From an optimization exercise on the open Yosys and OpenROAD flow, aimed at a short achievable clock period and few clock cycles; shortcuts taken in it are not production practice.
In this exercise RTL edits were held to simulation tests only and were not proved equivalent to the original.
Power figures rest on the tool's default switching activity, not on a simulated workload.

## red
// cpu
module cpu(clock, reset, imem_addr, imem_rdata, dmem_addr, dmem_we, dmem_wdata, dmem_rdata);
For scale: ~390 flip-flops, roughly 74 I/O pins, roughly 22,000 um^2 of cells after synthesis.
==> flow/config.mk <==
export PLATFORM = sky130hd
export DESIGN_NAME = cpu
export DESIGN_NICKNAME = cpu
export VERILOG_FILES = /design/flow/design.v
export SDC_FILE = /design/flow/constraint.sdc
export NUM_CORES = 4
export LEC_CHECK = 0
export ABC_CLOCK_PERIOD_IN_PS = 2000
export CAP_MARGIN = 20
export CORE_MARGIN = 2
export CORE_UTILIZATION = 30
export SETUP_SLACK_MARGIN = 4
export SLEW_MARGIN = 20
==> flow/constraint.sdc <==
create_clock -name core_clock -period 6.0 [get_ports {clock}]
set_input_delay 1.2000 -clock core_clock [delete_from_list [all_inputs] [get_ports {clock}]]
set_output_delay 1.2000 -clock core_clock [all_outputs]
set_load 0.01 [all_outputs]
run.sh (not shown) runs the stock make flow with config.mk's settings and CLKGATE_MAP_FILE= SYNTH_SCRIPT=/design/flow/synth_recipe.tcl, a recipe that flattens the netlist after the stock synthesis.
red reached the final stage; the timing, DRC and antenna checks on its layout passed.
Testbench counts of red, summed over its fixed seeds: cycles 63,595.
The following lists how blue was set up differently from red:
- a change of CORE_UTILIZATION from 30 to 40
- blue has clock share of power below what red had.
- Going from red to blue, area of all placed cells without fillers now smaller, longest individual stage delay on the worst path now larger, combinational-cell power consumption now smaller.
- Between blue and red, it is blue whose register share of the cell area is higher, by 1.1 points.

* * *

The RTL this note starts from:
==> flow/design.v <==
`timescale 1ns / 10ps
module cpu(clock, reset, imem_addr, imem_rdata, dmem_addr, dmem_we, dmem_wdata, dmem_rdata);
	input clock;
	input reset;
	output[11:0] imem_addr;
	input[15:0] imem_rdata;
	output[10:0] dmem_addr;
	output dmem_we;
	output[15:0] dmem_wdata;
	input[15:0] dmem_rdata;
	reg [10:0] pc;           
	reg        s2_hold;      
	reg        s2_add, s2_sub, s2_and, s2_or, s2_not, s2_shl, s2_shr;
	reg        s2_ld, s2_st, s2_br;
	reg [1:0]  s2_cond;
	reg [2:0]  s2_rd;        
	reg        s2_fwd;       
	reg [15:0] s2_a, s2_b, s2_sd;
	reg [5:0]  s2_imm;
	reg        s3_ld, s3_st;
	reg [2:0]  s3_rd;        
	reg [15:0] s3_res, s3_sd;
	reg [15:0] rf [1:7];
	wire [15:0] inst = imem_rdata;
	wire [3:0] op  = inst[15:12];
	wire [2:0] f_rd  = inst[11:9];
	wire [2:0] f_rs1 = inst[8:6];
	wire [2:0] f_rs2 = inst[5:3];
	wire rr     = (op >= 4'd1) && (op <= 4'd8);       
	wire d_addi = op == 4'd9;
	wire d_ld   = op == 4'd10;
	wire d_st   = op == 4'd11;
	wire d_br   = op == 4'd12;
	wire d_inv  = (op == 4'd0) || (op >= 4'd13) || (d_br && (f_rd[2] || (f_rd[1] && f_rd[0])))
		|| (rr && (inst[2:0] != 3'b0));
	wire d_wr   = rr || d_addi || d_ld;             
	wire use1   = (op >= 4'd1) && (op <= 4'd12);
	wire use2   = rr && (op != 4'd5);
	wire use3   = d_st;
	wire [15:0] imm = {{10{inst[5]}}, inst[5:0]};
	wire s2_ldw = s2_ld && (s2_rd != 3'd0);
	wire stall = s2_ldw && ((use1 && f_rs1 == s2_rd) || (use2 && f_rs2 == s2_rd) || (use3 && f_rd == s2_rd));
	wire [15:0] sum  = s2_a + s2_b;
	wire [15:0] diff = s2_a - s2_b;
	wire        big  = |s2_b[15:4];
	wire [15:0] shl  = big ? 16'd0 : (s2_a << s2_b[3:0]);
	wire [15:0] shr  = big ? 16'd0 : (s2_a >> s2_b[3:0]);
	wire [15:0] alu =
		({16{s2_add}} & sum) |
		({16{s2_sub}} & diff) |
		({16{s2_and}} & (s2_a & s2_b)) |
		({16{s2_or}}  & (s2_a | s2_b)) |
		({16{s2_not}} & ~s2_a) |
		({16{s2_shl}} & shl) |
		({16{s2_shr}} & shr);
	wire a_zero = s2_a == 16'd0;
	wire taken = s2_br && (s2_cond == 2'd0 ? a_zero :
	                       s2_cond == 2'd1 ? (~s2_a[15] & ~a_zero) :
	                                         (s2_a[15] | a_zero));
	wire [10:0] pc_inc = pc + 11'd1;
	wire [10:0] pc_br  = pc + {{5{s2_imm[5]}}, s2_imm};
	wire [10:0] pc_next = (stall || s2_hold) ? pc : (taken ? pc_br : pc_inc);
	wire [15:0] wb = s3_ld ? dmem_rdata : s3_res;
	assign dmem_addr  = s3_res[10:0];
	assign dmem_we    = s3_st;
	assign dmem_wdata = s3_sd;
	assign imem_addr  = {pc, 1'b0};
	reg [15:0] v1, v2, v3;
	always @* begin
		if (f_rs1 == 3'd0) v1 = 16'd0;
		else if (s2_fwd && f_rs1 == s2_rd) v1 = alu;
		else if (f_rs1 == s3_rd) v1 = wb;
		else v1 = rf[f_rs1];
	end
	always @* begin
		if (f_rs2 == 3'd0) v2 = 16'd0;
		else if (s2_fwd && f_rs2 == s2_rd) v2 = alu;
		else if (f_rs2 == s3_rd) v2 = wb;
		else v2 = rf[f_rs2];
	end
	always @* begin
		if (f_rd == 3'd0) v3 = 16'd0;
		else if (s2_fwd && f_rd == s2_rd) v3 = alu;
		else if (f_rd == s3_rd) v3 = wb;
		else v3 = rf[f_rd];
	end
	always @(posedge clock) begin
		if (reset) begin
			pc <= 11'd0;
			s2_hold <= 1'b1;
			s2_add <= 1'b0; s2_sub <= 1'b0; s2_and <= 1'b0; s2_or <= 1'b0;
			s2_not <= 1'b0; s2_shl <= 1'b0; s2_shr <= 1'b0;
			s2_ld <= 1'b0; s2_st <= 1'b0; s2_br <= 1'b0;
			s2_rd <= 3'd0; s2_fwd <= 1'b0;
			s3_ld <= 1'b0; s3_st <= 1'b0; s3_rd <= 3'd0;
		end else begin
			pc <= pc_next;
			if (stall) begin
				s2_hold <= 1'b0;
				s2_add <= 1'b0; s2_sub <= 1'b0; s2_and <= 1'b0; s2_or <= 1'b0;
				s2_not <= 1'b0; s2_shl <= 1'b0; s2_shr <= 1'b0;
				s2_ld <= 1'b0; s2_st <= 1'b0; s2_br <= 1'b0;
				s2_rd <= 3'd0; s2_fwd <= 1'b0;
			end else begin
				s2_hold <= d_inv;
				s2_add <= op == 4'd1 || d_addi || d_ld || d_st;
				s2_sub <= op == 4'd2;
				s2_and <= op == 4'd3;
				s2_or  <= op == 4'd4;
				s2_not <= op == 4'd5;
				s2_shl <= op == 4'd6;
				s2_shr <= op == 4'd7 || op == 4'd8;
				s2_ld  <= d_ld;
				s2_st  <= d_st;
				s2_br  <= d_br;
				s2_rd  <= d_wr ? f_rd : 3'd0;
				s2_fwd <= d_wr && !d_ld && f_rd != 3'd0;
			end
			s3_ld <= s2_ld;
			s3_st <= s2_st;
			s3_rd <= s2_rd;
			if (s3_rd != 3'd0)
				rf[s3_rd] <= wb;
		end
		s2_cond <= inst[10:9];
		s2_imm  <= inst[5:0];
		s2_a  <= v1;
		s2_b  <= (rr ? v2 : imm);
		s2_sd <= v3;
		s3_res <= alu;
		s3_sd  <= s2_sd;
	end
endmodule
clock: 6.0 ns
lec_check: 0
cap_margin: 20
core_margin: 2
core_utilization: 40
slew_margin: 20
The first run ran to the end with no violations.
Testbench counts at the start, summed over its fixed seeds: cycles 60,430.
Edit:
--- a/flow/config.mk
+++ b/flow/config.mk
@@ -7,2 +7,3 @@
 export LEC_CHECK = 0
+export ABC_CLOCK_PERIOD_IN_PS = 2000
 export CAP_MARGIN = 20
@@ -10,2 +11,3 @@
 export CORE_UTILIZATION = 40
+export SETUP_SLACK_MARGIN = 4
 export SLEW_MARGIN = 20
Outcome:
- The changed run finished with timing, DRC and antenna clean
- setup slack gets better by 0.69 ns
- global-route usage climbs by 4.2 points
- hold slack gets better by 0.0064 ns
- design area climbs by 25%
- combinational power climbs by 58%
- wire length climbs by 19%

* * *

Another version of the RTL of cpu (not shown whole).
Size in the first run: roughly 2,300 cells after synthesis, roughly 74 I/O pins, about 22,000 sq um of cells after synthesis.
clock: 6.0 ns
lec_check: 0
abc_clock_period_in_ps: 2000
cap_margin: 20
core_margin: 2
core_utilization: 30
setup_slack_margin: 4
slew_margin: 20
Testbench counts at the start, summed over its fixed seeds: cycles 63,595.
Next try:
Settings changed: CORE_UTILIZATION 30 to 25.
What happened:
- register-to-register slack barely changes
- clock skew increases by 0.021 ns
- final area is higher by 0.86%
- die area rises by 20%
- wire length fell by 1.2%
- global-route usage is lower by 4.0 points
- setup slack improved by 0.011 ns
- first-iteration DRC count grows by 9.3%
- synthesized area is unchanged
- sequential power hardly moves
- combinational power went down by about 4%
Next try:
Settings changed: CORE_UTILIZATION 25 to 40.
Effect:
- first-iteration DRC count rose by 4.7%
- clock-buffer cell count increases by 2
- global-route usage goes up by 11 points
- final cell count shrinks by 12%
- wire length climbs by 0.92%
- non-clock buffer count fell by 8
- final area goes down by 1.9%
Next try:
Settings changed: SETUP_SLACK_MARGIN 4 to 5.
The changed run completed with no timing, DRC or antenna violations.
Synthesized cell count is unchanged.
Final cell count went up by about 8%.
Wire length went up by about 24%.
Core utilization went up by 10 points.
Design area went up by 19%.
Area after synthesis is unchanged.
Non-clock buffer count went up by 257.
Next try:
Settings changed: SETUP_SLACK_MARGIN 5 to 3.5.
- The changed run passed the timing, DRC and antenna checks
- worst setup slack degrades by 0.013 ns
- routed wire length falls by 28%
- final area went down by about 27%
- die area is unchanged

==> port drivers added, routing unchanged <==
The flow's constraints put no driver on any port. The routed layouts listed below were extracted and timed again, unchanged, in two steps.
Step 1 (the two cells are an assumption about what drives the block):
set clk [get_ports {clock}]
set_driving_cell -lib_cell sky130_fd_sc_hd__clkbuf_16 $clk
set_driving_cell -lib_cell sky130_fd_sc_hd__buf_2 [delete_from_list [all_inputs] $clk]
Step 2 also shifts input and output timing later by t, the mid clock arrival at the registers, as if the neighbouring blocks saw the same clock.
Three values: no drivers, after step 1, after step 2; two values: the first two.
run | t (ns) | slack for setup (ns) | worst setup path after step 2 | latest minus earliest clock arrival (ns) | worst data-port slew with drivers (ns)
red | 0.650 | 3.504 / 3.504 / 3.140 | input to register | 0.053 / 0.052 | 0.12
blue | 0.630 | 3.536 / 3.536 / 3.417 | input to register | 0.029 / 0.030 | 0.10
the first run of note 2 | 0.571 | 2.052 / 2.052 / 1.965 | input to register | 0.013 / 0.013 | 0.05
the second run of note 2 | 0.586 | 2.740 / 2.740 / 2.740 | register to register | 0.016 / 0.016 | 0.19
the first run of note 3 | 0.623 | 3.588 / 3.555 / 3.222 | input to register | 0.031 / 0.031 | 0.06
the second run of note 3 | 0.640 | 3.598 / 3.541 / 3.253 | input to register | 0.053 / 0.052 | 0.07
the third run of note 3 | 0.639 | 3.577 / 3.577 / 3.238 | input to register | 0.039 / 0.039 | 0.04
the fourth run of note 3 | 0.659 | 3.533 / 3.533 / 3.232 | input to register | 0.024 / 0.024 | 0.06
the fifth run of note 3 | 0.641 | 3.520 / 3.465 / 3.062 | input to register | 0.021 / 0.021 | 0.04
After both steps setup and hold are still met in every run listed. The setup slack of the fifth run of note 3, which loses most, moves by -0.055 ns with the drivers and by -0.458 ns with both steps.
